This is an optimization exercise on Yosys and OpenROAD, whose aim is small area, a short achievable clock period and few clock cycles, not a production implementation.
In this exercise RTL edits were held to simulation tests only and were not proved equivalent to the original.
No activity file was given, so power comes from the tool's default toggle rates.

**flow/flow/run.sh**
```bash
#!/bin/bash
# Own layout flow: the standard ORFS flow (standard.sh, unchanged synthesis
# and steps), except that the input and output ports are buffered with the
# smallest buffer cell (sky130_fd_sc_hd__buf_1) instead of the cell
# buffer_ports picks by default.  Every step's full output goes to a log file
# of its own in this folder (make.log) and in orfs/logs/.
set -euo pipefail
export BUFFER_PORTS_ARGS="-buffer_cell sky130_fd_sc_hd__buf_1"
bash standard.sh > make.log 2>&1
```
**flow/standard.sh**
```bash
#!/bin/bash
# synth_recipe.tcl (not shown) runs the flow's synth.tcl, then flattens the netlist and writes it again
# the make line also repeats each setting of config.mk as NAME=value (left out here)
make -C /OpenROAD-flow-scripts/flow DESIGN_CONFIG=/design/flow/config.mk WORK_HOME=/design/flow/orfs CLKGATE_MAP_FILE= SYNTH_SCRIPT=/design/flow/synth_recipe.tcl "${@:-finish}"
```
**flow/config.mk**
```make
export PLATFORM = sky130hd
export DESIGN_NAME = mulDiv
export DESIGN_NICKNAME = mulDiv
export VERILOG_FILES = /design/flow/design.v
export SDC_FILE = /design/flow/constraint.sdc
export NUM_CORES = 8
export LEC_CHECK = 0
export CAP_MARGIN = 20
export CORE_MARGIN = 2
export CORE_UTILIZATION = 50
export PLACE_DENSITY = 0.7
export SETUP_SLACK_MARGIN = 1.7
export SLEW_MARGIN = 20
```
**flow/constraint.sdc**
```tcl
create_clock -name core_clock -period 5.0 [get_ports {clk}]
set_input_delay 1.0000 -clock core_clock [delete_from_list [all_inputs] [get_ports {clk}]]
set_output_delay 1.0000 -clock core_clock [all_outputs]
set_load 0.01 [all_outputs]
```
**flow/design.v**
```verilog
module mulDiv(clk, rst_n, valid, ready, mode, in_A, in_B, out);
    input         clk, rst_n;
    input         valid, mode;  
    output        ready;
    input  [31:0] in_A, in_B;
    output [63:0] out;
    function [4:0] lzc32;
        input [31:0] x;
        reg   [15:0] v1;           
        reg   [15:0] p1;           
        reg   [7:0]  v2;
        reg   [15:0] p2;           
        reg   [3:0]  v3;
        reg   [11:0] p3;           
        reg   [1:0]  v4;
        reg   [7:0]  p4;           
        integer i;
        begin
            for (i = 0; i < 16; i = i + 1) begin
                v1[i] = x[2*i+1] | x[2*i];
                p1[i] = ~x[2*i+1];
            end
            for (i = 0; i < 8; i = i + 1) begin
                v2[i] = v1[2*i+1] | v1[2*i];
                p2[2*i+1]   = ~v1[2*i+1];
                p2[2*i]     = v1[2*i+1] ? p1[2*i+1] : p1[2*i];
            end
            for (i = 0; i < 4; i = i + 1) begin
                v3[i] = v2[2*i+1] | v2[2*i];
                p3[3*i+2]   = ~v2[2*i+1];
                p3[3*i+:2]  = v2[2*i+1] ? p2[2*(2*i+1)+:2] : p2[2*(2*i)+:2];
            end
            for (i = 0; i < 2; i = i + 1) begin
                v4[i] = v3[2*i+1] | v3[2*i];
                p4[4*i+3]   = ~v3[2*i+1];
                p4[4*i+:3]  = v3[2*i+1] ? p3[3*(2*i+1)+:3] : p3[3*(2*i)+:3];
            end
            lzc32[4]   = ~v4[1];
            lzc32[3:0] = v4[1] ? p4[7:4] : p4[3:0];
        end
    endfunction
    function [31:0] below_msb;
        input [31:0] x;
        integer i;
        begin
            below_msb[31] = x[31];
            for (i = 30; i >= 0; i = i - 1)
                below_msb[i] = below_msb[i+1] | x[i];
        end
    endfunction
    function [31:0] inc32;
        input [31:0] x;
        input        ci;
        input [1:0]  k;
        reg   [31:0] q;            
        reg   [31:0] pa;           
        reg   [31:0] cy;
        integer i, l;
        begin
            for (i = 0; i < 32; i = i + 1)
                q[i] = x[i] | (i < k);
            pa = q;
            for (l = 0; l < 5; l = l + 1)
                for (i = 0; i < 32; i = i + 1)
                    if ((i >> l) & 1) pa[i] = pa[i] & pa[((i >> l) << l) - 1];
            cy[0] = ci & (k == 2'd0);
            for (i = 1; i < 32; i = i + 1)
                cy[i] = ci & (i >= k) & pa[i-1];
            inc32 = x ^ cy;
        end
    endfunction
    reg         s_norm, s_iter, s_fin, s_fix, rdy;
    reg         md;
    reg  [4:0]  r1;        
    reg  [4:0]  lza, lzb;
    reg         zb;
    reg         a_short;   
    reg         en, inv;   
    reg  [31:0] X, Y, Z;
    reg         e;         
    reg  [1:0]  kp;        
    assign ready = rdy;
    assign out   = {X, Y};
    wire [31:0] ma_in  = below_msb(in_A);
    wire [31:0] mb_in  = below_msb(in_B);
    wire        a_lt_b = |(in_B & ~ma_in);    
    wire        a_gt_b = |(in_A & ~mb_in);    
    wire        triv   = mode ? a_lt_b : ~ma_in[0];
    wire [4:0]  lzm     = a_short ? lza : lzb;
    wire [31:0] nop     = a_short ? Z : X;        
    wire [31:0] mop     = a_short ? X : Z;        
    wire [4:0]  dsh     = lzb - lza;
    wire [31:0] sh_in   = md ? Z : mop;
    wire [4:0]  sh_amt  = md ? dsh : lzm;
    wire [31:0] sh_out  = sh_in << sh_amt;
    wire        one     = (lzm == 5'd31);         
    reg  [1:0]  zc;        
    reg  [1:0]  k;         
    reg         last;      
    wire [4:0]  r1n  = s_norm ? (md ? dsh : (one ? 5'd0 : 5'd30 - lzm))
                              : r1 - 5'd1 - {3'd0, zc};
    reg         xn31, xn30;
    always @(*) begin
        if (s_norm) begin
            xn31 = sh_out[29];
            xn30 = sh_out[28];
        end else
            case (k)
                2'd1:    begin xn31 = X[30]; xn30 = X[29]; end
                2'd2:    begin xn31 = X[29]; xn30 = X[28]; end
                default: begin xn31 = X[28]; xn30 = X[27]; end
            endcase
    end
    wire        z1n   = ~md & (r1n != 5'd0) & ~xn31;
    wire        z2n   = z1n & (r1n != 5'd1) & ~xn30;
    wire [1:0]  zcn   = {z2n, z1n & ~z2n};
    wire        lastn = (r1n == {3'd0, zcn});
    wire [1:0]  kn    = md ? 2'd1 : (lastn ? zcn : zcn + 2'd1);
    wire [31:0] b    = (Z & {32{en}}) ^ {32{inv}};
    wire [33:0] t    = {1'b0, Y, 1'b1} + {1'b0, b, inv};
    wire [31:0] s    = t[32:1];
    wire        c    = t[33];
    wire        sgn  = e ^ inv ^ c;               
    wire [31:0] inc  = inc32(X, e & ~md, kp);
    wire n_norm = valid & ~triv;
    wire n_iter = (s_norm & ~(md & zb)) | (s_iter & ~last);
    wire n_fin  = (s_norm & md & zb) | (s_iter & last & md);
    wire n_fix  = s_iter & last & ~md & c;
    wire n_rdy  = (valid & triv) | s_fin | s_fix | (s_iter & last & ~md & ~c);
    always @(posedge clk or negedge rst_n) begin
        if (!rst_n) begin
            s_norm <= 1'b0;
            s_iter <= 1'b0;
            s_fin  <= 1'b0;
            s_fix  <= 1'b0;
            rdy    <= 1'b0;
        end else begin
            s_norm <= n_norm;
            s_iter <= n_iter;
            s_fin  <= n_fin;
            s_fix  <= n_fix;
            rdy    <= n_rdy;
        end
    end
    always @(posedge clk) begin
        lza     <= lzc32(in_A);
        lzb     <= lzc32(in_B);
        zb      <= ~mb_in[0];
        a_short <= ~a_gt_b;
        if (valid) md <= mode;
        r1   <= r1n;
        zc   <= zcn;
        k    <= kn;
        last <= lastn;
        if (md) begin
            en  <= n_iter | (n_fin & sgn);
            inv <= n_iter & ~(s_iter & sgn);
        end else begin
            if (s_norm)
                en <= one ? sh_out[31] : sh_out[30];
            else
                case (k)
                    2'd1:    en <= X[31] & ~last;
                    2'd2:    en <= X[30] & ~last;
                    default: en <= X[29] & ~last;
                endcase
            inv <= 1'b0;
        end
        if (s_norm)      e <= 1'b0;
        else if (md)     e <= sgn;
        else             e <= c;
        kp <= s_norm ? 2'd0 : k;
        if (valid)
            X <= in_A;
        else if (s_norm)
            X <= md ? {32{zb}} : {sh_out[29:0], 1'b0, nop[31] & ~one};
        else if (s_fin)
            X <= s;
        else if (s_fix)
            X <= inc;
        else
            case (k)
                2'd0: X <= inc;
                2'd1: X <= {inc[30:0], md ? ~sgn : s[31]};
                2'd2: X <= {inc[29:0], s[31:30]};
                2'd3: X <= {inc[28:0], s[31:29]};
            endcase
        if (valid)
            Y <= 32'd0;
        else if (s_norm)
            Y <= md ? X : {nop[30:0] & {31{~one}}, 1'b0};
        else if (s_fin)
            Y <= X;
        else if (md | s_fix)
            Y <= s;
        else
            case (k)
                2'd0: Y <= s;
                2'd1: Y <= {s[30:0], 1'b0};
                2'd2: Y <= {s[29:0], 2'b0};
                2'd3: Y <= {s[28:0], 3'b0};
            endcase
        if (valid)
            Z <= in_B;
        else if (s_norm) begin
            if (md)            Z <= sh_out;
            else if (!a_short) Z <= X;
        end else if (s_iter & md & ~last)
            Z <= {1'b0, Z[31:1]};
    end
endmodule
```
==> reports/metrics.cfg, run 1 <==
[power_and_ir_drop]
combPwrFrac=0.734
ir_drop_v=0.000422
internal-power_mw=6.11
clockPowerShare=0.112
p_seq_frac=0.153
power.switching_mw=6.53
p_leak_nw=7.04
p_total_mw=12.6
switching_share=0.517
power_density_nw_per_um2=712

[cells_and_area]
drive_gt1_frac=0.202
diodes=0
area_growth_pct=25.5
fin_nets=2143
stdcell_count=2421
postLayoutCellArea_um2=17700

[synth]
yosysTopAreaCell=dfxtp_1
syn_nets=1998
yosysWarningCount=1
syn_avg_cell_area_um2=7.50
synth_area_leaders=dfxtp_1, mux2i_1, a21oi_1, edfxtp_1, xnor2_1
async_flop_share=0.0388
ys.flop_type=dfxtp_1
synth_seq_cells=129
yosys.cell_types.count=80
syn_area_um2=14100
yosysTopAreaCellShare=0.129
synth_cells=1885
synth-seq-area-share=0.208
synth_edf_count=33

[critical_path]
crit_top_cell=mux2i_1
worstSetupStartpointType=flop
critPathBufInv=5
crit_chain=inv_2 -> ha_4 -> inv_2 -> fa_2 -> xnor2_4 -> mux2i_4 -> buf_12 -> clkinv_16 -> buf_4 -> mux2i_4 -> mux2i_1 -> mux2i_1 -> mux2_2 -> mux2i_1 -> a211oi_2 -> a21oi_1
max_stage_delay_ns=0.44
cp_top_family=multiplexers
arrival_ns=3.83
critical_path_class=flop to flop
cp_max_fo=6
end_kind=flop
required_ns=5.33
cp_slowest_cell=fa_2

[route]
num_vias=16900
drtPass1Iterations=14
drc=0
avgViaCountPerCell=6.96
ant_nets=0
wl_mm=63.4
drt_first_iter_violations=2363
wire_per_inst_um=26.2

[cts]
clock_sinks=129
cts_max_level=4
worstSkewPairLatency_ns=0.45
cts_buffers=17
cts_root_buffer=clkbuf_16
clockBufferDepth=2
cts.clk_slew.worst_paths_ns=0.07
cts_tree=done

[place]
place_area_um2=14800
dp.cells=2285
port_buffers=132
gp_congestion=1.00
hpwl_mm=44.6

[global_routing]
overflow=0
first_global_vias=15200
gr-usage-met3=0.0629
grt_first_pass_wirelength_mm=92.4
grt.met1_usage=0.543
gr-usage-met2=0.637
antenna_found_initial=0
globalRouteTotalUtil=0.413
grt_max_degree=57
busiest_layer=met2

[die]
fp-row-count=61
pin_count=133
fp.dieH_um=172
die_w_um=172
initial_core_util=0.509
core_region_area_um2=27800
fp.dieArea_um2=29600

[sta]
worst_slew_margin_rel=0.269
setup_viol=0
tightest_slew_ns=1.09
finalCritPeriodShare=0.701
rsz0062_at_grt=yes
fmax_mhz=285
hold_viol_final=0
setup_tns_ns=0
fin_crit_ns=3.51
drv_slew=0
finalClockSkew_ns=0.0177

[min_path]
holdCritPathClass=input port to async pin

[run]
maxCapViolCount=0

[outcome]
status=complete, no violations

worst reg2reg max path, stage by stage (launching register included):
cell and delay, ns:
dfxtp_2 0.33, inv_2 0.07, ha_4 0.13, inv_2 0.04, fa_2 0.44, xnor2_4 0.16
mux2i_4 0.25, buf_12 0.18, clkinv_16 0.07, buf_4 0.16, mux2i_4 0.19, mux2i_1 0.37
mux2i_1 0.13, mux2_2 0.29, mux2i_1 0.20, a211oi_2 0.12, a21oi_1 0.27
power by group through the flow:
| stage | registers (mW) | logic [mW] | clock network, mW |
|---|---|---|---|
| after floorplan | 1.72 | 5.00 | 0 |
| after global placement | 1.96 | 6.63 | 0 |
| after detailed placement | 1.96 | 6.71 | 0 |
| after CTS | 1.91 | 7.86 | 1.40 |
| after global routing | 1.96 | 9.85 | 1.45 |
| final | 1.94 | 9.28 | 1.42 |
state kept, by name (all words and copies together), names as in the netlist, 2 cells and up:
register  flops
lzb           5
zc            2
Z            32
lza           5
r1            5
Y            32
kp            2
X            32
k             2
stage by stage:
| stage | setup slack, ns | util | hold WS (ns) |
|---|---|---|---|
| 6_report | 1.49 | 0.639 | 0.486 |
| 5_1_grt | 1.38 | 0.639 | 0.460 |
| 3_5_place_dp | 0.856 | 0.534 | 0.504 |
| 2_1_floorplan | 1.70 | - | 0.434 |
| 3_3_place_gp | 0.921 | 0.534 | 0.511 |
| 4_1_cts | 1.58 | 0.596 | 0.467 |
kinds of logic after synthesis:
group           count (synthesis)  share of synthesized area
flops                         129                      0.208
simple gates                  537                      0.172
fa+ha+maj                      45                     0.0409
compound gates                679                      0.317
xor+xnor                      101                     0.0626
mux                           192                      0.142
buf+inv                       202                     0.0573
cell usage in the layout, fill, tap and decap left out, drive strengths merged, types with 22 or more instances in the layout:
master  synthesis  routed
dfxtp          91      91
mux2           28      28
a211oi         36      36
nand2         183     183
mux2i         162     162
nor2          173     173
o211ai         22      22
nand3          34      34
xnor2          81      81
a22oi          26      26
o21ai         139     139
edfxtp         33      33
buf            32     273
ha             43      43
inv            50      58
a21o           38      38
a222oi         22      22
a221oi         37      37
nor3           40      40
a221o          23      23
a21oi         205     205
layer usage:
metal / part of all wire / wire (µm)
met1: 0.38 / 24000
met2: 0.43 / 27600
met3: 0.11 / 6950
met4: 0.076 / 4830
met5: 0 / 0
Yosys cell counts, types with 34 or more instances:
master and count:
nor3_1 40, a211oi_1 35, xnor2_1 81, a21oi_1 204, dfxtp_1 91, nand3_1 34
o21ai_0 132, a221oi_1 37, ha_1 43, a21o_1 38, clkbuf_1 119, inv_1 48
mux2i_1 160, nand2_1 183, nor2_1 173
final cells by class:
class                           count  area, µm²
Clock buffer                       19        475
Clock inverter                     13        163
Fill cell                        2481      10000
Inverter                           51        220
Multi-Input combinational cell   1555      11700
Sequential cell                   129       2950
Tap cell                          378        473
Timing Repair Buffer              274       1760
Timing Repair inverter              2       31.3
final timing paths:
kind,startpoint,endpoint,slack (ns),cells past startpoint
max,lzb[0],en,1.49,16
min,rst_n,s_norm,0.49,1
max reg2reg,lzb[0],en,1.49,16
min reg2reg,s_iter,inv,0.52,1
max in group asynchronous,rst_n,s_fin,4.14,1
min in group core_clock,s_iter,inv,0.52,1
repair_timing:
| item | CTS | global route |
|---|---|---|
| gates resized for setup | 122 | 168 |
| pin swaps | 49 | 69 |
| setup endpoints to repair | 93 | 80 |
| hold endpoints to repair | 0 | 0 |
| cloned | 2 | 1 |
| buffers inserted | 53 | 48 |
| hold buffers | 0 | 0 |
Testbench counts, summed over its fixed seeds: cycles 13,418.
==> run 2, diff against run 1 <==
--- a/flow/config.mk
+++ b/flow/config.mk
@@ -6,4 +6,5 @@
 export NUM_CORES = 8
 export LEC_CHECK = 0
+export ABC_AREA = 1
 export CAP_MARGIN = 20
 export CORE_MARGIN = 2
==> run 2 against run 1 <==
Via count increased by 29%. Setup slack improved by 0.24 ns. Still clean. Largest cell class unchanged. First-iteration DRC count increased by 62%. Die area increased by 13%. Cell area increased by 1.4%.
==> reports/metrics.cfg, run 2 <==
[outcome]
status=complete, no violations

[cells_and_area]
drive_gt1_frac=0.0820
nFillCells=3262
mostFrequentLayoutCell=nand2_1
top_regs=X x32, Y x32, Z x32
diodes=0
postLayoutCellArea_um2=18000
postLayoutCoreUtil=0.572
multi_input_area_um2=11700
area_growth_pct=12.7
seq_area_um2=2950
most-common-layout-cells=nand2_1, nand3_1, inv_1, o21ai_0, a21oi_1
fin_nets=3016

[critical_path]
worstSetupStartpointType=flop
required_ns=5.34
arrival_ns=3.61
cp_max_fo=4
critical_path_class=flop to flop
end_kind=flop

[synth]
synthMuxAreaShare=0.000627
yosysWarningCount=1
synth_area_leaders=nand2_1, dfxtp_1, nand3_1, o21ai_0, inv_1
ys.flop_type=dfxtp_1
synth_compound_area_frac=0.230
synth_common_cells=nand2_1, nand3_1, inv_1
synthXorXnorAreaFrac=0.0285
synth_seq_cells=129
syn_nets=2957
syn_area_um2=16000
yosys.cell_types.count=63
syn_avg_cell_area_um2=5.62
synth_top_family_by_area=simple AND/OR/NAND/NOR gates
yosys.area_share.adder=0.0362
synth-seq-area-share=0.184
yosysTopAreaCell=nand2_1
yosysTopAreaCellShare=0.179
async_flop_share=0.0388
synth_simple_gate_area_frac=0.401
synth_cells=2844
synth.most_common_cell=nand2_1
synth_edf_count=33

[sta]
setup_tns_ns=0
finalCritPeriodShare=0.654
worst_slew_margin_rel=0.292
rsz0062_at_grt=yes
tightest_slew_ns=1.06
finalClockSkew_ns=0.0170
setup_viol=0
fmax_mhz=306
fin_crit_ns=3.27
hold_viol_final=0
drv_slew=0

[power_and_ir_drop]
p_total_mw=12.3
ir_drop_v=0.000352
p_leak_nw=8.27
power_density_nw_per_um2=682

[cts]
cts.clk_slew.worst_paths_ns=0.07
worstSkewPairLatency_ns=0.45
clockBufferDepth=2
cts_buffers=17
cts_max_level=4
cts_tree=done
cts_root_buffer=clkbuf_16
clock_sinks=129

[place]
gp_congestion=1.10
hpwl_mm=61.1
place_area_um2=16600
port_buffers=132

[global_routing]
grt_first_pass_wirelength_mm=116
overflow=0
grt_max_degree=73
globalRouteTotalUtil=0.457
first_global_vias=19500
antenna_found_initial=0

[route]
avgViaCountPerCell=6.55
drtPass1Iterations=10
num_vias=21700
wire_per_inst_um=23.9
ant_nets=0
wl_mm=79.3
drc=0
drt_first_iter_violations=3829

[die]
die_w_um=183
initial_core_util=0.508
fp-row-count=65
fp.dieArea_um2=33400
core_region_area_um2=31500
fp.dieH_um=183
pin_count=133

[min_path]
holdCritPathClass=input port to async pin

[run]
maxCapViolCount=0

## run 2: cell families (layout without fill, tap and decap cells)
group | after synthesis | count (layout)
flip-flops | 129 | 129
buffers and inverters | 478 | 550
AND/OR/NAND/NOR | 1485 | 1485
multiplexers | 1 | 1
adder cells (fa/ha/maj) | 45 | 45
XOR/XNOR | 52 | 52
AO/OA/AOI/OAI | 654 | 654
## run 2: cell type report
| cell class | count | area share |
|---|---|---|
| multi-input cells | 2237 | 0.647 |
| flip-flops and latches | 129 | 0.164 |
| inverters | 322 | 0.0695 |
| clock inverters | 12 | 0.00730 |
| repair buffers | 195 | 0.0577 |
| repair inverters | 1 | 0.000278 |
| well taps | 402 | 0.0279 |
| clock buffers | 20 | 0.0260 |
## run 2: critical path, cell delays in order, from the launching register on
cell and delay, ns:
edfxtp_1 0.56, nand2_2 0.16, xor2_2 0.14, inv_1 0.09, ha_4 0.30, nand2_1 0.12, nor2_2 0.16, inv_1 0.11
nor3_4 0.14, nand2_1 0.09, nand2_2 0.13, nand3_2 0.14, nand2_1 0.13, nand2_1 0.11, nand2_2 0.10, o21ai_1 0.10
nor2_1 0.17, nand2_1 0.08, nand2_1 0.08, nand2_1 0.10, nand2_1 0.08, nand2_1 0.05
## run 2: layer usage
layer	up-vias	global-route usage	wire length, µm
li1	9716	-	-
met1	9797	0.566	28600
met2	1858	0.710	34100
met3	355	0.126	11000
met4	0	0.275	5620
met5	-	0	0
## run 2: power breakdown
part           internal, mW  switching, mW
combinational          2.82           6.16
sequential             1.43          0.510
clock                 0.779          0.577
## run 2: path summary, 6_finish.rpt
| path | from | endpoint | slack [ns] | depth (start not counted) |
|---|---|---|---|---|
| setup / recovery | Z[10] | X[0] | 1.73 | 21 |
| hold / removal | rst_n | rdy | 0.48 | 1 |
| setup reg to reg | Z[10] | X[0] | 1.73 | 21 |
| hold reg to reg | r1[4] | r1[4] | 0.61 | 3 |
| max in group asynchronous | rst_n | s_fin | 4.14 | 1 |
| min in group core_clock | r1[4] | r1[4] | 0.61 | 3 |
## run 2: what timing repair did
item,in CTS,in global routing
setup endpoints to repair,85,70
buffers inserted,8,19
pin swaps,0,17
resized for setup,39,113
gates cloned,1,1
hold buffers,0,0
## run 2: stage by stage
stage / setup slack [ns] / hold WS [ns] / std cells
after floorplan: 1.93 / 0.459 / 2844
after global placement: 0.890 / 0.573 / 3257
after detailed placement: 0.865 / 0.583 / 3257
after CTS: 1.61 / 0.469 / 3298
after global routing: 1.52 / 0.482 / 3318
final: 1.73 / 0.484 / 3318
==> run 3, diff against run 2 <==
==> flow/run.sh (new file) <==
#!/bin/bash
# synth_recipe.tcl (not shown) runs the flow's synth.tcl, then flattens the netlist and writes it again
# the make line also repeats each setting of config.mk as NAME=value (left out here)
make -C /OpenROAD-flow-scripts/flow DESIGN_CONFIG=/design/flow/config.mk WORK_HOME=/design/flow/orfs CLKGATE_MAP_FILE= SYNTH_SCRIPT=/design/flow/synth_recipe.tcl finish
removed: flow/flow/run.sh
removed: flow/standard.sh
==> run 3 against run 2 <==
Sequential power barely moved. Cell area increased by 4.7%. Register-to-register slack worse by 0.02 ns. Clock power barely moved. Critical path type unchanged. Clock skew fell by 0.0058 ns. Total power grew 1.8%. Sequential share of layout area is 0.72 points lower. Via count grew 0.48%. Still clean on timing, DRC and antenna. Worst hold slack better by 0.12 ns. Count of clock-buffer cells in the layout rose by 1. Flip-flop and latch count did not move.
==> reports/metrics.cfg, run 3 <==
[run]
maxCapViolCount=0

[sta]
fmax_mhz=304
drv_slew=0
tightest_slew_ns=1.02
finalCritPeriodShare=0.659
setup_tns_ns=0
setup_viol=0
finalClockSkew_ns=0.0112
rsz0062_at_grt=yes
hold_viol_final=0
worst_slew_margin_rel=0.316
hold_slack_ns=0.601
fin_crit_ns=3.29
setup_ws_ns=1.71

[min_path]
hp-start=r1[4]
whs_path_depth=3
holdCritPathClass=flop to flop
hold_end=r1[4]

[route]
wl_mm=79.1
ant_nets=0
wire_per_inst_um=23.8
num_vias=21800
drc=0
drtPass1Iterations=13
avgViaCountPerCell=6.57
drt_first_iter_violations=4028

[place]
gp_congestion=1.11
place_area_um2=17400
pre_cts_ws_ns=1.28
hpwl_mm=60.2
port_buffers=132

[synth]
synthXorXnorAreaFrac=0.0285
synth_compound_area_frac=0.230
ys.flop_type=dfxtp_1
synth.most_common_cell=nand2_1
synth_top_family_by_area=simple AND/OR/NAND/NOR gates
yosysTopAreaCellShare=0.179
async_flop_share=0.0388
yosys.area_share.adder=0.0362
syn_area_um2=16000
synth_simple_gate_area_frac=0.401
synth_area_leaders=nand2_1, dfxtp_1, nand3_1, o21ai_0, inv_1
synth_seq_cells=129
synth-seq-area-share=0.184
synth_edf_count=33
yosysTopAreaCell=nand2_1
synth_cells=2844
synth_common_cells=nand2_1, nand3_1, inv_1
syn_nets=2957
yosysWarningCount=1
synthMuxAreaShare=0.000627
yosys.cell_types.count=63
syn_avg_cell_area_um2=5.62

[critical_path]
r2r-end=X[26]
cp_max_fo=19
required_ns=5.33
crit_chain=inv_1 -> ha_1 -> inv_1 -> fa_1 -> nand3_1 -> nand3_1 -> nand2_1 -> nand2_1 -> nand2_4 -> clkinvlp_4 -> buf_4 -> nand3_1 -> nand3_1 -> nand2_1 -> nand2_1 -> o21ai_0
r2r_start=lzb[0]
cp_slowest_cell=fa_1
arrival_ns=3.63
end_kind=flop
rrSetupSlack_ns=1.71
worstSetupStartpointType=flop
critical_path_class=flop to flop
max_stage_delay_ns=0.43
reg2reg_depth=16

[die]
initial_core_util=0.508
fp.dieH_um=183
pin_count=133
fp-row-count=65
fp.dieArea_um2=33400
core_region_area_um2=31500
die_w_um=183

[cells_and_area]
mostFrequentLayoutCell=nand2_1
fin_nets=3022
drive_gt1_frac=0.0828
seq_area_um2=2950
area_growth_pct=18.0
postLayoutCoreUtil=0.599
multi_input_area_um2=11600
postLayoutCellArea_um2=18800
nFillCells=3118
top_regs=X x32, Y x32, Z x32
most-common-layout-cells=nand2_1, nand3_1, inv_1, o21ai_0, a21oi_1
diodes=0

[cts]
cts_max_level=4
clockBufferDepth=2
cts_root_buffer=clkbuf_16
cts_tree=done
cts_buffers=17
cts.clk_slew.worst_paths_ns=0.06
worstSkewPairLatency_ns=0.44
clock_sinks=129
cts_hold_buf=0

[power_and_ir_drop]
ir_drop_v=0.000320
power_density_nw_per_um2=663
p_leak_nw=8.61

[global_routing]
grt_max_degree=69
globalRouteTotalUtil=0.453
grt_first_pass_wirelength_mm=115
overflow=0
antenna_found_initial=3
first_global_vias=19900

[outcome]
status=complete, no violations

## run 3: worst max-delay path: cells and delay by family, from the launching register on
family / cells / cell delay, ns
AO/OA/AOI/OAI: 1 / 0.29
AND/OR/NAND/NOR: 9 / 1.38
buffers and inverters: 4 / 0.61
adder cells (fa/ha/maj): 2 / 0.60
flip-flops: 1 / 0.30
## run 3: where the power goes
| group | internal (mW) | total (mW) | switching (mW) |
|---|---|---|---|
| sequential | 1.43 | 1.94 | 0.516 |
| combinational | 3.07 | 9.22 | 6.15 |
| clock | 0.780 | 1.33 | 0.551 |
## run 3: cell families (layout without fill, tap and decap cells)
logic type / after synthesis / count (layout)
multiplexers: 1 / 1
AND/OR/NAND/NOR: 1485 / 1485
buffers and inverters: 478 / 556
adder cells (fa/ha/maj): 45 / 45
XOR/XNOR: 52 / 52
flip-flops: 129 / 129
AO/OA/AOI/OAI: 654 / 654
## run 3: metal layers
layer	part of all wire	wire length, µm	GRT usage
met3	0.14	11300	0.116
met4	0.068	5370	0.244
met5	0.00029	23	0
met2	0.43	34300	0.718
met1	0.36	28100	0.564
## run 3: timing repair
action / 4_1_cts / 5_1_grt
pin swaps: 1 / 14
gates cloned: 0 / 2
setup buffers: 6 / 22
resized for setup: 26 / 123
endpoints found under the setup margin: 82 / 78
## run 3: metrics by stage
| step | std cells | total power [mW] |
|---|---|---|
| after floorplan | 2844 | 7.34 |
| after detailed placement | 3262 | 10.1 |
| final | 3324 | 12.5 |
| after CTS | 3300 | 11.5 |
| after global routing | 3324 | 13.3 |
| after global placement | 3262 | 9.95 |
## run 3: layout make-up
class	count	area share
clock buffer	21	0.0250
clock inverter	11	0.00664
inverter	322	0.0659
multi-input combinational	2237	0.617
sequential	129	0.157
tap	402	0.0267
timing repair buffer	201	0.102
timing repair inverter	1	0.000266
## run 3: worst max path at each step
stage	startpoint	endpoint	slack, ns	cells after the start
floorplan	inv	Y[16]	1.93	20
global placement	inv	Y[24]	1.27	16
detailed placement	inv	Y[24]	1.28	16
CTS	en	X[0]	1.70	22
global route	lzb[0]	k[0]	1.59	20
finish	lzb[0]	X[26]	1.71	16
==> run 4, diff against run 3 <==
==> flow/flow/run.sh (new file) <==
#!/bin/bash
# Own layout flow: the standard ORFS flow (standard.sh: unchanged
# synthesis, floorplan, placement, CTS, routing and finishing steps) with two
# changes:
#  - the input and output ports are buffered with sky130_fd_sc_hd__buf_1
#    instead of the cell buffer_ports picks by default;
#  - the setup-slack margin that timing repair aims for is 1.8 ns up to and
#    including CTS, and 1.2 ns for the repair after global routing, so that
#    the post-route repair only fixes what global-route parasitics break
#    instead of upsizing many paths for a few ps.
# Each make run's full output goes to its own log file in this folder
# (make_cts.log, make_finish.log); ORFS keeps each step's log in orfs/logs/.
set -euo pipefail
export BUFFER_PORTS_ARGS="-buffer_cell sky130_fd_sc_hd__buf_1"
SETUP_SLACK_MARGIN=1.8 bash standard.sh cts > make_cts.log 2>&1
SETUP_SLACK_MARGIN=1.2 bash standard.sh > make_finish.log 2>&1
==> flow/standard.sh (new file) <==
#!/bin/bash
# synth_recipe.tcl (not shown) runs the flow's synth.tcl, then flattens the netlist and writes it again
# the make line also repeats each setting of config.mk as NAME=value (left out here)
make -C /OpenROAD-flow-scripts/flow DESIGN_CONFIG=/design/flow/config.mk WORK_HOME=/design/flow/orfs CLKGATE_MAP_FILE= SYNTH_SCRIPT=/design/flow/synth_recipe.tcl "${@:-finish}"
--- a/flow/config.mk
+++ b/flow/config.mk
@@ -6,9 +6,7 @@
 export NUM_CORES = 8
 export LEC_CHECK = 0
-export ABC_AREA = 1
 export CAP_MARGIN = 20
 export CORE_MARGIN = 2
 export CORE_UTILIZATION = 50
 export PLACE_DENSITY = 0.7
-export SETUP_SLACK_MARGIN = 1.7
 export SLEW_MARGIN = 20
removed: flow/run.sh
==> run 4 against run 3 <==
Register-to-register slack worse by 0.35 ns. Wire length is 21% lower. Clock skew is 0.011 ns higher. Final cell count is 28% lower. Synthesized cell count is 34% lower. Cell area is 11% lower. Die area is 11% lower. Worst hold slack worse by 0.18 ns. Critical endpoint is now Y[21]. Count of clock-buffer cells in the layout is 2 lower. Still clean on timing, DRC and antenna. Largest cell class unchanged.
==> reports/metrics.cfg, run 4 <==
[outcome]
status=complete, no violations

[synth]
synth_area_leaders=dfxtp_1, mux2i_1, a21oi_1, edfxtp_1, xnor2_1
synth.most_common_cell=a21oi_1
synth_common_cells=a21oi_1, nand2_1, nor2_1
yosysTopAreaCellShare=0.129
syn_avg_cell_area_um2=7.50
syn_area_um2=14100
synth_seq_cells=129
async_flop_share=0.0388
synth-seq-area-share=0.208
synth_cells=1885
syn_nets=1998
yosysTopAreaCell=dfxtp_1
yosys.cell_types.count=80
yosysWarningCount=1
ys.flop_type=dfxtp_1
synth_edf_count=33

[die]
initial_core_util=0.509
die_w_um=172
fp.dieH_um=172
fp.dieArea_um2=29600
core_region_area_um2=27800
pin_count=133
fp-row-count=61

[route]
wl_mm=62.6
drtPass1Iterations=8
avgViaCountPerCell=6.96
drt_first_iter_violations=2559
ant_nets=0
num_vias=16600
wire_per_inst_um=26.2
drc=0

[cts]
cts_hold_buf=0
clockBufferDepth=2
worstSkewPairLatency_ns=0.46
cts_max_level=4
cts_root_buffer=clkbuf_16
cts.clk_slew.worst_paths_ns=0.07
cts_buffers=17
cts_tree=done
clock_sinks=129

[cells_and_area]
fin_nets=2110
top_regs=X x32, Y x32, Z x32
most-common-layout-cells=a21oi_1, nand2_1, nor2_1, mux2i_1, buf_1
mostFrequentLayoutCell=a21oi_1
postLayoutCellArea_um2=16800
drive_gt1_frac=0.147
area_growth_pct=18.7
postLayoutCoreUtil=0.604
diodes=0

[critical_path]
worstSetupStartpointType=flop
cp_max_fo=4
critical_path_class=flop to flop
crit_top_cell=a21o_1
crit_chain=nand2_2 -> xnor2_1 -> ha_1 -> a21o_1 -> a31o_1 -> a21o_1 -> o41a_1 -> a21o_1 -> a21oi_2 -> xnor2_2 -> a221o_1 -> a21oi_2 -> o22ai_1
cp_slowest_cell=edfxtp_1
required_ns=5.32
arrival_ns=3.97
max_stage_delay_ns=0.68
critPathBufInv=0
cp_top_family=compound AO/OA/AOI/OAI gates
rrSetupSlack_ns=1.35
end_kind=flop

[sta]
setup_tns_ns=0
tightest_slew_ns=1.15
drv_slew=0
worst_slew_margin_rel=0.230
fmax_mhz=274
hold_viol_final=0
fin_crit_ns=3.65
setup_viol=0
finalClockSkew_ns=0.0223
rsz0062_at_grt=no
finalCritPeriodShare=0.730

[place]
place_area_um2=14900
gp_congestion=1.01
port_buffers=132
hpwl_mm=44.8

[power_and_ir_drop]
power_density_nw_per_um2=688
p_total_mw=11.5
p_leak_nw=6.75
ir_drop_v=0.000512

[global_routing]
globalRouteTotalUtil=0.421
overflow=0
first_global_vias=15500
grt_first_pass_wirelength_mm=93.9
grt_max_degree=73
antenna_found_initial=1

[run]
maxCapViolCount=0

[min_path]
holdCritPathClass=input port to async pin

-- run 4: changes by cell type in the layout (fill, tap and decap cells not counted), sizes merged, moves of 29 or more --
| cell | change |
|---|---|
| mux2i | +161 |
| nand2 | -589 |
| nand4 | -41 |
| xnor2 | +76 |
| a221oi | +33 |
| o21ai | -128 |
| clkdlybuf4s50 | -131 |
| a211oi | +35 |
| buf | +170 |
| nor2 | -36 |
| nand3 | -324 |
| a21o | +37 |
| a21oi | -29 |
| inv | -257 |
-- run 4: cells by family (layout without fill, tap and decap cells) --
logic type / Yosys count / after routing / share of synthesized area
fa+ha+maj: 45 / 45 / 0.0409
simple gates: 537 / 537 / 0.172
buf+inv: 202 / 325 / 0.0573
mux: 192 / 192 / 0.142
flops: 129 / 129 / 0.208
xor+xnor: 101 / 101 / 0.0626
compound gates: 679 / 681 / 0.317
-- run 4: path summary, 6_finish.rpt --
check                       start     to  cells past startpoint
min                         rst_n  s_fix                      1
max                          Z[5]  Y[21]                     13
min in group core_clock    s_iter    inv                      1
min reg2reg                s_iter    inv                      1
max reg2reg                  Z[5]  Y[21]                     13
max in group asynchronous   rst_n  s_fin                      1
-- run 4: final cells by class --
| class | count | area, µm² |
|---|---|---|
| multi-input combinational | 1556 | 11100 |
| clock inverter | 13 | 155 |
| tap | 378 | 473 |
| inverter | 51 | 210 |
| timing repair buffer | 240 | 1420 |
| clock buffer | 19 | 475 |
| fill | 2600 | 11000 |
| sequential | 129 | 2950 |
| timing repair inverter | 2 | 20.0 |
-- run 4: power breakdown --
group / internal (mW) / total (mW) / switching (mW)
clock network: 0.811 / 1.42 / 0.610
registers: 1.40 / 1.93 / 0.524
logic: 3.28 / 8.19 / 4.91
-- run 4: timing repair --
action	4_1_cts	5_1_grt
endpoints found under the setup margin	100	0
resized for setup	137	0
setup buffers	63	0
-- run 4: metrics by stage --
step           cells  hold slack [ns]  worst slack (ns)
6_report        2388            0.423              1.35
5_1_grt         2388            0.430              1.21
4_1_cts         2388            0.423              1.65
3_5_place_dp    2289            0.526             0.938
3_3_place_gp    2289            0.540             0.963
2_1_floorplan   1885            0.434              1.77
-- run 4: per-layer routing --
layer | track usage | share of wire | wire length, µm
met5 | 0 | 0 | 0
met4 | 0.290 | 0.076 | 4760
met3 | 0.0771 | 0.11 | 6570
met2 | 0.642 | 0.43 | 27100
met1 | 0.540 | 0.39 | 24100
==> run 5, diff against run 4 <==
--- a/flow/flow/run.sh
+++ b/flow/flow/run.sh
@@ -5,5 +5,5 @@
 #  - the input and output ports are buffered with sky130_fd_sc_hd__buf_1
 #    instead of the cell buffer_ports picks by default;
-#  - the setup-slack margin that timing repair aims for is 1.8 ns up to and
+#  - the setup-slack margin that timing repair aims for is 1.7 ns up to and
 #    including CTS, and 1.2 ns for the repair after global routing, so that
 #    the post-route repair only fixes what global-route parasitics break
@@ -13,4 +13,4 @@
 set -euo pipefail
 export BUFFER_PORTS_ARGS="-buffer_cell sky130_fd_sc_hd__buf_1"
-SETUP_SLACK_MARGIN=1.8 bash standard.sh cts > make_cts.log 2>&1
+SETUP_SLACK_MARGIN=1.7 bash standard.sh cts > make_cts.log 2>&1
 SETUP_SLACK_MARGIN=1.2 bash standard.sh > make_finish.log 2>&1
--- a/flow/config.mk
+++ b/flow/config.mk
@@ -6,7 +6,7 @@
 export NUM_CORES = 8
 export LEC_CHECK = 0
-export CAP_MARGIN = 20
+export CAP_MARGIN = 10
 export CORE_MARGIN = 2
 export CORE_UTILIZATION = 50
 export PLACE_DENSITY = 0.7
-export SLEW_MARGIN = 20
+export SLEW_MARGIN = 10
==> run 5 against run 4 <==
Flip-flop and latch count unchanged. Cell area decreased by 1.3%. Register-to-register slack improved by 0.15 ns. Clock skew decreased by 0.0029 ns. Combinational power about the same. Clock power about the same. Via count decreased by 1.8%. Area after synthesis unchanged. Worst hold slack improved by 0.073 ns. Maximum frequency increased by 4.4%. Synthesized cell count unchanged.
==> reports/metrics.cfg, run 5 <==
[power_and_ir_drop]
power_density_nw_per_um2=695
ir_drop_v=0.000453
p_leak_nw=6.66
combPwrFrac=0.709
switching_share=0.524
p_seq_frac=0.168
clockPowerShare=0.122
power.switching_mw=6.03
internal-power_mw=5.48

[global_routing]
antenna_found_initial=1
globalRouteTotalUtil=0.413
overflow=0
first_global_vias=15200
grt_first_pass_wirelength_mm=92.4
grt_max_degree=57

[synth]
yosysTopAreaCell=dfxtp_1
yosys.cell_types.count=80
ys.flop_type=dfxtp_1
synth_common_cells=a21oi_1, nand2_1, nor2_1
syn_nets=1998
syn_avg_cell_area_um2=7.50
async_flop_share=0.0388
yosysWarningCount=1
synth_edf_count=33
synth.most_common_cell=a21oi_1
synth-seq-area-share=0.208
synth_seq_cells=129
synth_area_leaders=dfxtp_1, mux2i_1, a21oi_1, edfxtp_1, xnor2_1
synth_cells=1885
yosysTopAreaCellShare=0.129
syn_area_um2=14100

[critical_path]
cp_top_family=compound AO/OA/AOI/OAI gates
max_stage_delay_ns=0.53
critical_path_class=flop to flop
end_kind=flop
worstSetupStartpointType=flop
cp_slowest_cell=edfxtp_1
critPathBufInv=1
crit_chain=nand2_1 -> xnor2_1 -> ha_1 -> a21o_1 -> a31o_1 -> a21o_1 -> o41a_1 -> a211o_1 -> nand2_4 -> o21bai_4 -> xor2_2 -> buf_6 -> a221oi_2 -> a21oi_1
cp_max_fo=5
required_ns=5.33
worst-path-stages=14
crit_top_cell=a21o_1
arrival_ns=3.82
reg2reg_depth=14

[outcome]
status=complete, no violations

[cts]
cts.clk_slew.worst_paths_ns=0.07
worstSkewPairLatency_ns=0.45
cts_hold_buf=0
cts_tree=done
clockBufferDepth=2
clock_sinks=129
cts_max_level=4
cts_root_buffer=clkbuf_16
cts_buffers=17

[route]
drt_first_iter_violations=2308
num_vias=16300
drtPass1Iterations=8
drc=0
avgViaCountPerCell=6.88
wl_mm=61.1
wire_per_inst_um=25.8
ant_nets=0

[cells_and_area]
mostFrequentLayoutCell=a21oi_1
multi_input_area_um2=11000
most-common-layout-cells=a21oi_1, nand2_1, nor2_1, mux2i_1, buf_1
fin_nets=2094
nFillCells=2597
drive_gt1_frac=0.132
top_regs=X x32, Y x32, Z x32
seq_area_um2=2950
postLayoutCellArea_um2=16600
area_growth_pct=17.2
diodes=0

[min_path]
holdCritPathClass=input port to async pin

[sta]
drv_slew=0
hold_slack_ns=0.496
worst_slew_margin_rel=0.257
tightest_slew_ns=1.11
setup_viol=0
hold_viol_final=0
finalClockSkew_ns=0.0194
finalCritPeriodShare=0.699
fmax_mhz=286
fin_crit_ns=3.50
rsz0062_at_grt=no
setup_tns_ns=0

[die]
fp-row-count=61
fp.dieArea_um2=29600
core_region_area_um2=27800
pin_count=133
die_w_um=172
fp.dieH_um=172
initial_core_util=0.509

[place]
port_buffers=132
hpwl_mm=44.6
gp_congestion=1.00
place_area_um2=14800

[run]
maxCapViolCount=0

## run 5: cell families (layout without fill, tap and decap cells)
kind of cell,count (synthesis),after routing,share of synthesized area
AOI/OAI and AO/OA,679,680,0.317
xor gates and xnor gates,101,101,0.0626
adders and majority gates,45,45,0.0409
buffers and inverters,202,310,0.0573
DFF,129,129,0.208
muxes,192,192,0.142
and+or+nand+nor,537,537,0.172
## run 5: layer usage
| layer | routed length (µm) | share of wire | GRT usage | up-vias |
|---|---|---|---|---|
| met4 | 4390 | 0.072 | 0.261 | 0 |
| met2 | 26500 | 0.43 | 0.637 | 1134 |
| met3 | 6130 | 0.10 | 0.0629 | 230 |
| li1 | - | - | - | 7266 |
| met5 | 0 | 0 | 0 | - |
| met1 | 24100 | 0.39 | 0.543 | 7696 |
## run 5: final cells by class
type | count | area share
tap | 378 | 0.0285
clock buffer | 19 | 0.0287
timing repair buffer | 226 | 0.0808
multi-input combinational | 1555 | 0.661
sequential | 129 | 0.178
timing repair inverter | 1 | 0.000529
clock inverter | 13 | 0.00982
inverter | 51 | 0.0125
## run 5: path summary, 6_finish.rpt
kind | slack, ns | endpoint | from
max | 1.50 | Y[25] | Z[5]
min | 0.50 | s_norm | rst_n
max reg2reg | 1.50 | Y[25] | Z[5]
min reg2reg | 0.53 | inv | s_iter
max in group asynchronous | 4.12 | s_fin | rst_n
min in group core_clock | 0.53 | inv | s_iter
## run 5: power groups by stage
stage / combinational (mW) / clock [mW] / sequential [mW]
2_1_floorplan: 5.00 / 0 / 1.72
4_1_cts: 7.86 / 1.40 / 1.91
6_report: 8.16 / 1.41 / 1.94
3_3_place_gp: 6.63 / 0 / 1.96
3_5_place_dp: 6.71 / 0 / 1.96
5_1_grt: 8.73 / 1.45 / 1.95
## run 5: repair_timing
action                                 CTS  global route
setup buffers                           53             0
cloned                                   2             0
endpoints found under the hold margin    0             0
gates resized for setup                122             1
pin swaps                               49             0
setup endpoints to repair               93             1
## run 5: through the flow
step | worst slack (ns) | utilization | cells | power, mW
floorplan | 1.70 | - | 1885 | 6.72
global placement | 0.921 | 0.534 | 2285 | 8.59
detailed placement | 0.856 | 0.534 | 2285 | 8.67
CTS | 1.58 | 0.596 | 2372 | 11.2
global route | 1.31 | 0.596 | 2372 | 12.1
finish | 1.50 | 0.596 | 2372 | 11.5
==> run 6, diff against run 5 <==
--- a/flow/config.mk
+++ b/flow/config.mk
@@ -6,7 +6,7 @@
 export NUM_CORES = 8
 export LEC_CHECK = 0
-export CAP_MARGIN = 10
+export CAP_MARGIN = 20
 export CORE_MARGIN = 2
 export CORE_UTILIZATION = 50
-export PLACE_DENSITY = 0.7
-export SLEW_MARGIN = 10
+export PLACE_DENSITY = 0.8
+export SLEW_MARGIN = 20
==> run 6 against run 5 <==
Flip-flop and latch count unchanged. Clock power decreased by 4%. Non-clock buffer count decreased by 6. Total power decreased by 4.4%. Global-route usage decreased by 0.29 points. Final cell count decreased by 0.21%. Largest power group unchanged. Die area unchanged. Wire length about the same. Via count increased by 2.4%. Sequential share of layout area increased by 0.36 points. Cell area decreased by 2.0%. Area after synthesis unchanged.
==> reports/metrics.cfg, run 6 <==
[critical_path]
cp_max_fo=12
rrSetupSlack_ns=1.42
arrival_ns=3.90
required_ns=5.33
end_kind=flop
critical_path_class=flop to flop
r2r-end=en
r2r_start=md
reg2reg_depth=12
worstSetupStartpointType=flop

[global_routing]
grt.met1_usage=0.528
gr-usage-met2=0.627
grt_first_pass_wirelength_mm=92.5
antenna_found_initial=1
busiest_layer=met2
gr-usage-met3=0.0808
first_global_vias=15400
grt_max_degree=58
overflow=0
globalRouteTotalUtil=0.411

[sta]
hold_viol_final=0
worst_slew_margin_rel=0.240
tightest_slew_ns=1.14
drv_slew=0
fin_crit_ns=3.58
finalCritPeriodShare=0.716
setup_tns_ns=0
rsz0062_at_grt=no
setup_viol=0
finalClockSkew_ns=0.0155
fmax_mhz=280

[cts]
cts_root_buffer=clkbuf_16
cts_tree=done
cts_buffers=17
worstSkewPairLatency_ns=0.45
cts.clk_slew.worst_paths_ns=0.07
clockBufferDepth=2
cts_hold_buf=0
clock_sinks=129
cts_max_level=4

[min_path]
holdCritPathClass=input port to async pin

[synth]
syn_area_um2=14100
synth_common_cells=a21oi_1, nand2_1, nor2_1
synth.most_common_cell=a21oi_1
async_flop_share=0.0388
yosys.cell_types.count=80
synth-seq-area-share=0.208
syn_nets=1998
synth_cells=1885
ys.flop_type=dfxtp_1
synth_compound_area_frac=0.317
yosysTopAreaCell=dfxtp_1
yosysWarningCount=1
synth_simple_gate_area_frac=0.172
syn_avg_cell_area_um2=7.50
yosys.area_share.adder=0.0409
synthXorXnorAreaFrac=0.0626
yosysTopAreaCellShare=0.129
synth_seq_cells=129
synthMuxAreaShare=0.142
synth_edf_count=33
synth_top_family_by_area=compound AO/OA/AOI/OAI gates
synth_area_leaders=dfxtp_1, mux2i_1, a21oi_1, edfxtp_1, xnor2_1

[power_and_ir_drop]
p_leak_nw=6.59
power_density_nw_per_um2=678
ir_drop_v=0.000439

[place]
hpwl_mm=44.1
port_buffers=132
place_area_um2=14800
gp_congestion=1.06

[route]
drtPass1Iterations=11
wl_mm=61.1
drc=0
drt_first_iter_violations=2931
num_vias=16700
wire_per_inst_um=25.8
avgViaCountPerCell=7.06
ant_nets=0

[outcome]
status=complete, no violations

[die]
die_w_um=172
fp-row-count=61
fp.dieArea_um2=29600
pin_count=133
core_region_area_um2=27800
initial_core_util=0.509
fp.dieH_um=172

[cells_and_area]
top_regs=X x32, Y x32, Z x32
nFillCells=2622
postLayoutCellArea_um2=16200
diodes=0
area_growth_pct=14.8
most-common-layout-cells=a21oi_1, nand2_1, nor2_1, mux2i_1, buf_1
mostFrequentLayoutCell=a21oi_1
multi_input_area_um2=10800
seq_area_um2=2950
fin_nets=2089
drive_gt1_frac=0.117

[run]
maxCapViolCount=0

## run 6: cell counts after synthesis
Identical to the previous run, type by type.
## run 6: power by group
part | switching, mW | leakage, nW | internal (mW)
combinational | 4.73 | 5.13 | 2.97
clock | 0.597 | 0.296 | 0.751
sequential | 0.551 | 1.17 | 1.40
## run 6: layer usage
| layer | up-vias | part of all wire |
|---|---|---|
| li1 | 7285 | - |
| met1 | 7813 | 0.37 |
| met2 | 1315 | 0.43 |
| met3 | 308 | 0.12 |
| met4 | 0 | 0.078 |
| met5 | - | 0 |
## run 6: per-stage QoR
| step | total power [mW] | std cells | worst slack (ns) | util | hold WS, ns |
|---|---|---|---|---|---|
| detailed placement | 8.62 | 2285 | 0.958 | 0.534 | 0.484 |
| floorplan | 6.72 | 1885 | 1.70 | - | 0.434 |
| finish | 11.0 | 2367 | 1.42 | 0.584 | 0.500 |
| global placement | 8.48 | 2285 | 1.00 | 0.534 | 0.493 |
| global route | 11.6 | 2367 | 1.28 | 0.584 | 0.498 |
| CTS | 10.6 | 2367 | 1.59 | 0.584 | 0.467 |
## run 6: worst max path at each step
stage                     from  endpoint  slack [ns]  cells after the start
after CTS                 Z[5]     Y[25]        1.59                     14
final                       md        en        1.42                     12
after global routing        en     Y[30]        1.28                     14
after detailed placement    en      X[1]        0.96                     14
after floorplan             en     Y[22]        1.70                     15
after global placement     inv     X[24]        1.00                     13
## run 6: kinds of logic after synthesis
family          Yosys count
compound gates          679
simple gates            537
buf+inv                 202
mux                     192
flops                   129
xor+xnor                101
fa+ha+maj                45
## run 6: repair_timing
| action | CTS | global route |
|---|---|---|
| pin swaps | 28 | 0 |
| cloned | 3 | 0 |
| buffers inserted | 47 | 0 |
| resized for setup | 75 | 1 |
| endpoints found under the setup margin | 90 | 1 |
## run 6: final cells by class
class | count | area share
Multi-Input combinational cell | 1555 | 0.663
Tap cell | 378 | 0.0291
Clock buffer | 17 | 0.0262
Inverter | 51 | 0.0123
Timing Repair Buffer | 220 | 0.0765
Sequential cell | 129 | 0.182
Timing Repair inverter | 2 | 0.000771
Clock inverter | 15 | 0.0105
## run 6: critical path: stages (launching register included)
cell	delay, ns
edfxtp_1	0.50
inv_2	0.15
mux2i_4	0.29
buf_12	0.19
buf_4	0.14
mux2i_1	0.41
mux2i_1	0.18
mux2i_1	0.39
mux2i_1	0.20
mux2_2	0.32
mux2i_1	0.25
a211oi_2	0.14
a21oi_1	0.28
==> run 7, diff against run 6 <==
--- a/flow/config.mk
+++ b/flow/config.mk
@@ -9,4 +9,5 @@
 export CORE_MARGIN = 2
 export CORE_UTILIZATION = 50
-export PLACE_DENSITY = 0.8
+export GPL_ROUTABILITY_DRIVEN = 0
+export PLACE_DENSITY = 0.7
 export SLEW_MARGIN = 20
==> run 7 against run 6 <==
Critical path type unchanged. Combinational power grew 6.9%. Still clean on timing, DRC and antenna. Clock skew is essentially flat. First-iteration DRC count grew 5.4%. Largest cell class unchanged. Wire length shrank 1.7%. Total power grew 5.1%.
==> reports/metrics.cfg, run 7 <==
[outcome]
status=complete, no violations

[cts]
cts_root_buffer=clkbuf_16
worstSkewPairLatency_ns=0.45
cts_tree=done
cts.clk_slew.worst_paths_ns=0.07
cts_hold_buf=0
clockBufferDepth=2
cts_max_level=4
clock_sinks=129
cts_buffers=17

[synth]
yosysWarningCount=1
async_flop_share=0.0388
synth_cells=1885
synth_area_leaders=dfxtp_1, mux2i_1, a21oi_1, edfxtp_1, xnor2_1
syn_nets=1998
synth.most_common_cell=a21oi_1
synth_seq_cells=129
synth_common_cells=a21oi_1, nand2_1, nor2_1
synth_edf_count=33
synth-seq-area-share=0.208
yosys.cell_types.count=80
yosysTopAreaCellShare=0.129
ys.flop_type=dfxtp_1
syn_area_um2=14100
syn_avg_cell_area_um2=7.50
yosysTopAreaCell=dfxtp_1

[critical_path]
arrival_ns=3.96
cp_max_fo=9
critical_path_class=flop to flop
worstSetupStartpointType=flop
end_kind=flop
required_ns=5.32

[global_routing]
grt_max_degree=82
overflow=0
busiest_layer=met2
gr-usage-met2=0.604
grt_first_pass_wirelength_mm=90.2
grt.met1_usage=0.495
antenna_found_initial=2
globalRouteTotalUtil=0.398
first_global_vias=15500
gr-usage-met3=0.102

[run]
maxCapViolCount=0

[die]
core_region_area_um2=27800
die_w_um=172
fp.dieH_um=172
fp-row-count=61
pin_count=133
initial_core_util=0.509
fp.dieArea_um2=29600

[cells_and_area]
most-common-layout-cells=a21oi_1, nand2_1, nor2_1, mux2i_1, buf_1
diodes=0
fin_nets=2102
drive_gt1_frac=0.134
area_growth_pct=17.2
top_regs=X x32, Y x32, Z x32
mostFrequentLayoutCell=a21oi_1
nFillCells=2528

[route]
avgViaCountPerCell=7.04
drtPass1Iterations=9
drc=0
wire_per_inst_um=25.3
wl_mm=60.1
ant_nets=0
drt_first_iter_violations=3090
num_vias=16800

[sta]
setup_viol=0
fin_crit_ns=3.64
worst_slew_margin_rel=0.239
tightest_slew_ns=1.14
rsz0062_at_grt=no
fmax_mhz=275
setup_tns_ns=0
hold_viol_final=0
drv_slew=0
finalClockSkew_ns=0.0158
finalCritPeriodShare=0.728

[place]
port_buffers=132
hpwl_mm=42.7

[power_and_ir_drop]
ir_drop_v=0.000680
p_total_mw=11.6
p_leak_nw=6.69
power_density_nw_per_um2=698

[min_path]
holdCritPathClass=input port to async pin

[run 7: changes by cell type in the layout (fill, tap and decap cells not counted), sizes merged]
cell and delta:
inv -2, clkinvlp +1, clkbuf +2, clkinv -2
buf +14
[run 7: through the flow]
| step | utilization | instance area, µm² | cells | hold WS, ns | worst slack [ns] |
|---|---|---|---|---|---|
| after global placement | 0.533 | 14800 | 2280 | 0.574 | 1.05 |
| after CTS | 0.596 | 16600 | 2379 | 0.440 | 1.62 |
| final | 0.597 | 16600 | 2380 | 0.457 | 1.36 |
| after global routing | 0.597 | 16600 | 2380 | 0.451 | 1.21 |
| after floorplan | - | 14200 | 1885 | 0.434 | 1.70 |
| after detailed placement | 0.533 | 14800 | 2280 | 0.566 | 0.949 |
[run 7: path summary, 6_finish.rpt]
kind | cells past startpoint | slack [ns] | end | startpoint
worst max-delay path | 12 | 1.36 | en | md
worst min-delay path | 1 | 0.46 | s_iter | rst_n
worst max register to register | 12 | 1.36 | en | md
worst min register to register | 2 | 0.60 | r1[4] | r1[4]
max in group asynchronous | 1 | 4.22 | s_fin | rst_n
min in group core_clock | 2 | 0.60 | r1[4] | r1[4]
[run 7: kinds of logic after synthesis]
| kind of cell | Yosys count | share of synthesized area |
|---|---|---|
| buffers and inverters | 202 | 0.0573 |
| XOR/XNOR | 101 | 0.0626 |
| AND/OR/NAND/NOR | 537 | 0.172 |
| flip-flops | 129 | 0.208 |
| adder cells (fa/ha/maj) | 45 | 0.0409 |
| AO/OA/AOI/OAI | 679 | 0.317 |
| multiplexers | 192 | 0.142 |
[run 7: metal layers]
metal  up-vias  wire length, µm
met1      7715            21700
met3       347             7780
met2      1396            25600
met4         0             5020
met5         -                0
li1       7301                -
[run 7: cell type report]
class	count	area [µm²]	area share
multi-input cells	1555	10900	0.659
flip-flops and latches	129	2950	0.178
repair buffers	234	1400	0.0843
well taps	378	473	0.0285
clock buffers	19	454	0.0274
inverters	51	201	0.0122
clock inverters	13	163	0.00982
repair inverters	1	11.3	0.000680
[run 7: repair_timing]
action,in CTS,in global routing
buffers inserted,64,0
setup endpoints to repair,87,0
gates resized for setup,122,0
[run 7: critical path: stages, from the launching register on]
cell,delay [ns]
edfxtp_1,0.53
inv_4,0.22
mux2i_4,0.28
buf_4,0.22
buf_4,0.23
mux2i_1,0.45
mux2i_4,0.13
mux2i_1,0.38
mux2i_1,0.14
mux2_2,0.31
mux2i_1,0.18
a211oi_1,0.13
a21oi_1,0.31
[run 7: report_power, final]
group	internal (mW)	switching [mW]	leakage (nW)
clock	0.784	0.582	0.300
combinational	3.34	4.89	5.22
sequential	1.41	0.564	1.17
total	5.53	6.03	6.69
==> run 8, diff against run 7 <==
--- a/flow/config.mk
+++ b/flow/config.mk
@@ -9,5 +9,4 @@
 export CORE_MARGIN = 2
 export CORE_UTILIZATION = 50
-export GPL_ROUTABILITY_DRIVEN = 0
 export PLACE_DENSITY = 0.7
 export SLEW_MARGIN = 20
==> run 8 against run 7 <==
Still clean on timing, DRC and antenna. Count of clock-buffer cells in the layout unchanged. Global-route usage rose by 1.5 points. Die area unchanged. Register-to-register slack improved by 0.15 ns. Worst hold slack improved by 0.039 ns. Flip-flop and latch count unchanged. Synthesized cell count did not move. Maximum frequency grew 4.2%. Via count is 2.6% lower. Final cell count fell by 0.34%. Critical path type unchanged. Largest cell class unchanged.
==> reports/metrics.cfg, run 8 <==
[outcome]
status=complete, no violations

[critical_path]
reg2reg_depth=14
r2r-end=Y[25]
rrSetupSlack_ns=1.50
arrival_ns=3.82
critical_path_class=flop to flop
required_ns=5.33
cp_max_fo=5
end_kind=flop
r2r_start=Z[5]
worstSetupStartpointType=flop

[sta]
setup_tns_ns=0
finalClockSkew_ns=0.0194
rsz0062_at_grt=no
setup_viol=0
drv_slew=0
worst_slew_margin_rel=0.257
hold_viol_final=0
tightest_slew_ns=1.11
fin_crit_ns=3.50
fmax_mhz=286
finalCritPeriodShare=0.699

[synth]
synth_common_cells=a21oi_1, nand2_1, nor2_1
syn_avg_cell_area_um2=7.50
synth_cells=1885
yosys.cell_types.count=80
yosysTopAreaCell=dfxtp_1
synth_simple_gate_area_frac=0.172
synth_top_family_by_area=compound AO/OA/AOI/OAI gates
async_flop_share=0.0388
synth_seq_cells=129
synth-seq-area-share=0.208
synth_edf_count=33
syn_area_um2=14100
synth.most_common_cell=a21oi_1
synthXorXnorAreaFrac=0.0626
synth_compound_area_frac=0.317
ys.flop_type=dfxtp_1
synth_area_leaders=dfxtp_1, mux2i_1, a21oi_1, edfxtp_1, xnor2_1
synthMuxAreaShare=0.142
yosys.area_share.adder=0.0409
yosysWarningCount=1
yosysTopAreaCellShare=0.129
syn_nets=1998

[power_and_ir_drop]
clockPowerShare=0.122
p_total_mw=11.5
internal-power_mw=5.48
p_seq_frac=0.168
power_density_nw_per_um2=695
power.switching_mw=6.03
p_leak_nw=6.66
ir_drop_v=0.000453
combPwrFrac=0.709
switching_share=0.524

[cells_and_area]
top_regs=X x32, Y x32, Z x32
diodes=0
area_growth_pct=17.2
postLayoutCellArea_um2=16600
fin_nets=2094
most-common-layout-cells=a21oi_1, nand2_1, nor2_1, mux2i_1, buf_1
drive_gt1_frac=0.132
mostFrequentLayoutCell=a21oi_1

[die]
die_w_um=172
fp.dieArea_um2=29600
initial_core_util=0.509
core_region_area_um2=27800
fp-row-count=61
pin_count=133
fp.dieH_um=172

[global_routing]
busiest_layer=met2
grt_max_degree=57
gr-usage-met3=0.0629
globalRouteTotalUtil=0.413
gr-usage-met2=0.637
antenna_found_initial=1
overflow=0
first_global_vias=15200
grt_first_pass_wirelength_mm=92.4
grt.met1_usage=0.543

[place]
gp_congestion=1.00
hpwl_mm=44.6
port_buffers=132
place_area_um2=14800

[cts]
cts_hold_buf=0
clockBufferDepth=2
cts_max_level=4
worstSkewPairLatency_ns=0.45
cts_root_buffer=clkbuf_16
clock_sinks=129
cts.clk_slew.worst_paths_ns=0.07
cts_buffers=17
cts_tree=done

[run]
maxCapViolCount=0

[route]
avgViaCountPerCell=6.88
ant_nets=0
drt_first_iter_violations=2308
drtPass1Iterations=8
drc=0
num_vias=16300
wl_mm=61.1
wire_per_inst_um=25.8

[min_path]
holdCritPathClass=input port to async pin

## run 8: cell counts after synthesis
Identical to the previous run, type by type.
## run 8: timing repair
item | CTS | global route
pin swaps | 49 | 0
resized for setup | 122 | 1
endpoints found under the setup margin | 93 | 1
gates cloned | 2 | 0
setup buffers | 53 | 0
## run 8: per-stage QoR
step            util  instances  setup WS, ns  hold WS, ns
2_1_floorplan      -       1885          1.70        0.434
3_3_place_gp   0.534       2285         0.921        0.511
3_5_place_dp   0.534       2285         0.856        0.504
4_1_cts        0.596       2372          1.58        0.467
5_1_grt        0.596       2372          1.31        0.460
6_report       0.596       2372          1.50        0.496
## run 8: kinds of logic (layout without fill, tap and decap cells)
logic type	count (synthesis)	in the layout
compound gates	679	680
simple gates	537	537
buf+inv	202	310
mux	192	192
flops	129	129
xor+xnor	101	101
fa+ha+maj	45	45
## run 8: worst max-delay path by stage
stage               endpoint  slack [ns]  from
CTS                    Y[25]        1.58  Z[7]
global route           Y[23]        1.31  Z[6]
floorplan              Y[22]        1.70    en
global placement       X[24]        0.92    en
finish                 Y[25]        1.50  Z[5]
detailed placement     X[24]        0.86    en
## run 8: power by group through the flow
stage          registers [mW]  logic (mW)  clock network [mW]
6_report                 1.94        8.16                1.41
5_1_grt                  1.95        8.73                1.45
4_1_cts                  1.91        7.86                1.40
3_5_place_dp             1.96        6.71                   0
3_3_place_gp             1.96        6.63                   0
2_1_floorplan            1.72        5.00                   0
## run 8: routing by layer
metal	part of all wire	wire [µm]
met1	0.39	24100
met2	0.43	26500
met3	0.10	6130
met4	0.072	4390
met5	0	0
## run 8: worst max-delay path, stage by stage (launching register included)
cell and delay, ns:
edfxtp_1 0.53, nand2_1 0.12, xnor2_1 0.14, ha_1 0.29, a21o_1 0.19, a31o_1 0.24, a21o_1 0.19, o41a_1 0.51
a211o_1 0.34, nand2_4 0.11, o21bai_4 0.07, xor2_2 0.18, buf_6 0.15, a221oi_2 0.23, a21oi_1 0.08
## run 8: layout make-up
type / count / area (µm²)
timing repair buffer: 226 / 1340
clock inverter: 13 / 163
sequential: 129 / 2950
timing repair inverter: 1 / 8.76
clock buffer: 19 / 475
multi-input combinational: 1555 / 11000
tap: 378 / 473
inverter: 51 / 206
fill: 2597 / 11200
==> run 9, diff against run 8 <==
--- a/flow/config.mk
+++ b/flow/config.mk
@@ -8,5 +8,5 @@
 export CAP_MARGIN = 20
 export CORE_MARGIN = 2
-export CORE_UTILIZATION = 50
-export PLACE_DENSITY = 0.7
+export CORE_UTILIZATION = 55
+export PLACE_DENSITY = 0.75
 export SLEW_MARGIN = 20
==> run 9 against run 8 <==
Still clean on timing, DRC and antenna. Highest routed layer unchanged. Maximum frequency decreased by 1.6%. Critical path depth unchanged. Register-to-register slack lost 0.06 ns. Area after synthesis is the same. Sequential power about the same. Die area decreased by 8.9%. Critical path type unchanged.
==> reports/metrics.cfg, run 9 <==
[outcome]
status=complete, no violations

[synth]
async_flop_share=0.0388
synth_common_cells=a21oi_1, nand2_1, nor2_1
synth_cells=1885
yosys.cell_types.count=80
synth-seq-area-share=0.208
syn_area_um2=14100
ys.flop_type=dfxtp_1
yosysTopAreaCellShare=0.129
synth_area_leaders=dfxtp_1, mux2i_1, a21oi_1, edfxtp_1, xnor2_1
syn_nets=1998
yosysWarningCount=1
yosysTopAreaCell=dfxtp_1
synth.most_common_cell=a21oi_1
synth_seq_cells=129
synth_edf_count=33
syn_avg_cell_area_um2=7.50

[route]
drc=0
wl_mm=62.6
wire_per_inst_um=26.9
num_vias=16700
avgViaCountPerCell=7.17
ant_nets=0
drtPass1Iterations=9
drt_first_iter_violations=2621

[cells_and_area]
diodes=0
drive_gt1_frac=0.127
top_regs=X x32, Y x32, Z x32
most-common-layout-cells=a21oi_1, nand2_1, nor2_1, mux2i_1, buf_1
stdcell_count=2326
fin_nets=2096
area_growth_pct=15.3
mostFrequentLayoutCell=a21oi_1

[critical_path]
required_ns=5.31
r2r-end=Y[15]
startpoint=Z[5]
cp_max_fo=4
worstSetupStartpointType=flop
critical_path_class=flop to flop
rrSetupSlack_ns=1.45
end_kind=flop
r2r_start=Z[5]
arrival_ns=3.86
reg2reg_depth=14

[cts]
cts.clk_slew.worst_paths_ns=0.07
cts_buffers=17
cts_max_level=4
cts_root_buffer=clkbuf_16
clock_sinks=129
cts_hold_buf=0
clockBufferDepth=2
cts_tree=done
worstSkewPairLatency_ns=0.45

[die]
pin_count=133
fp.dieH_um=164
fp-row-count=58
core_region_area_um2=25200
fp.dieArea_um2=27000
initial_core_util=0.562
die_w_um=164

[power_and_ir_drop]
internal-power_mw=5.38
p_leak_nw=6.62
power.switching_mw=5.94
p_seq_frac=0.171
combPwrFrac=0.708
clockPowerShare=0.121
switching_share=0.525
power_density_nw_per_um2=695
ir_drop_v=0.000866

[sta]
setup_tns_ns=0
finalCritPeriodShare=0.710
worst_slew_margin_rel=0.227
drv_slew=0
finalClockSkew_ns=0.0154
setup_viol=0
hold_viol_final=0
fmax_mhz=282
tightest_slew_ns=1.16
fin_crit_ns=3.55
rsz0062_at_grt=no

[global_routing]
overflow=0
antenna_found_initial=0
grt_first_pass_wirelength_mm=92.8
first_global_vias=15300
globalRouteTotalUtil=0.457
grt_max_degree=65

[place]
port_buffers=132
dp.cells=2241
gp_congestion=1.03
hpwl_mm=45.2

[run]
maxCapViolCount=0

[min_path]
holdCritPathClass=input port to async pin

run 9: cell counts after synthesis:
No cell type changed its count.
run 9: area by class of cell:
type / instances / area, µm²
repair buffers: 229 / 1290
well taps: 330 / 413
clock inverters: 12 / 153
fillers: 2286 / 8880
flip-flops and latches: 129 / 2950
inverters: 51 / 209
multi-input cells: 1555 / 10800
clock buffers: 20 / 447
run 9: cells by family (layout without fill, tap and decap cells):
family | Yosys count | after routing | synth area share
compound gates | 679 | 680 | 0.317
simple gates | 537 | 537 | 0.172
buf+inv | 202 | 312 | 0.0573
mux | 192 | 192 | 0.142
flops | 129 | 129 | 0.208
xor+xnor | 101 | 101 | 0.0626
fa+ha+maj | 45 | 45 | 0.0409
run 9: stage by stage:
step / worst slack [ns] / total power, mW / hold WS [ns] / util / area, µm²
floorplan: 1.70 / 6.72 / 0.434 / - / 14200
global placement: 1.09 / 8.60 / 0.507 / 0.588 / 14800
detailed placement: 0.978 / 8.67 / 0.493 / 0.588 / 14800
CTS: 1.60 / 10.9 / 0.455 / 0.647 / 16300
global route: 1.29 / 11.9 / 0.466 / 0.647 / 16300
finish: 1.45 / 11.3 / 0.453 / 0.647 / 16300
run 9: worst max-delay path by stage:
stage / endpoint / depth (start not counted) / slack (ns)
final: Y[15] / 14 / 1.45
after global routing: Y[20] / 13 / 1.29
after CTS: Y[15] / 14 / 1.60
after detailed placement: X[1] / 14 / 0.98
after global placement: X[24] / 13 / 1.09
after floorplan: Y[22] / 15 / 1.70
run 9: per-layer routing:
metal,part of all wire,track usage,vias up
met5,0,0,-
met4,0.076,0.296,0
met3,0.11,0.0886,296
met2,0.43,0.689,1260
met1,0.38,0.594,7828
li1,-,-,7291
run 9: timing repair:
action                                 CTS  global route
buffers inserted                        52             0
endpoints found under the hold margin    0             0
setup endpoints to repair               92             0
resized for setup                      106             0
run 9: power by group through the flow:
stage	Combinational, mW	Sequential, mW	Clock [mW]
after floorplan	5.00	1.72	0
after global placement	6.68	1.92	0
after detailed placement	6.74	1.93	0
after CTS	7.71	1.89	1.34
after global routing	8.57	1.94	1.39
final	8.02	1.94	1.37
run 9: critical path: stages (launching register included):
cell       delay (ns)
edfxtp_1         0.50
nand2_1          0.12
xnor2_1          0.20
ha_1             0.29
a21o_1           0.22
a31o_1           0.19
a21o_1           0.21
o41a_1           0.50
buf_6            0.16
xor2_4           0.15
a221o_1          0.33
a21oi_2          0.13
a2111oi_2        0.05
a221oi_1         0.28
nor2_1           0.09

Check on run 9: ideal ports give 1.449 ns setup slack; a clkbuf_16 on the clock port and buf_2 on the inputs give 1.449 ns; moving port delays by the midpoint clock arrival (0.496 ns) as well gives 1.270 ns.
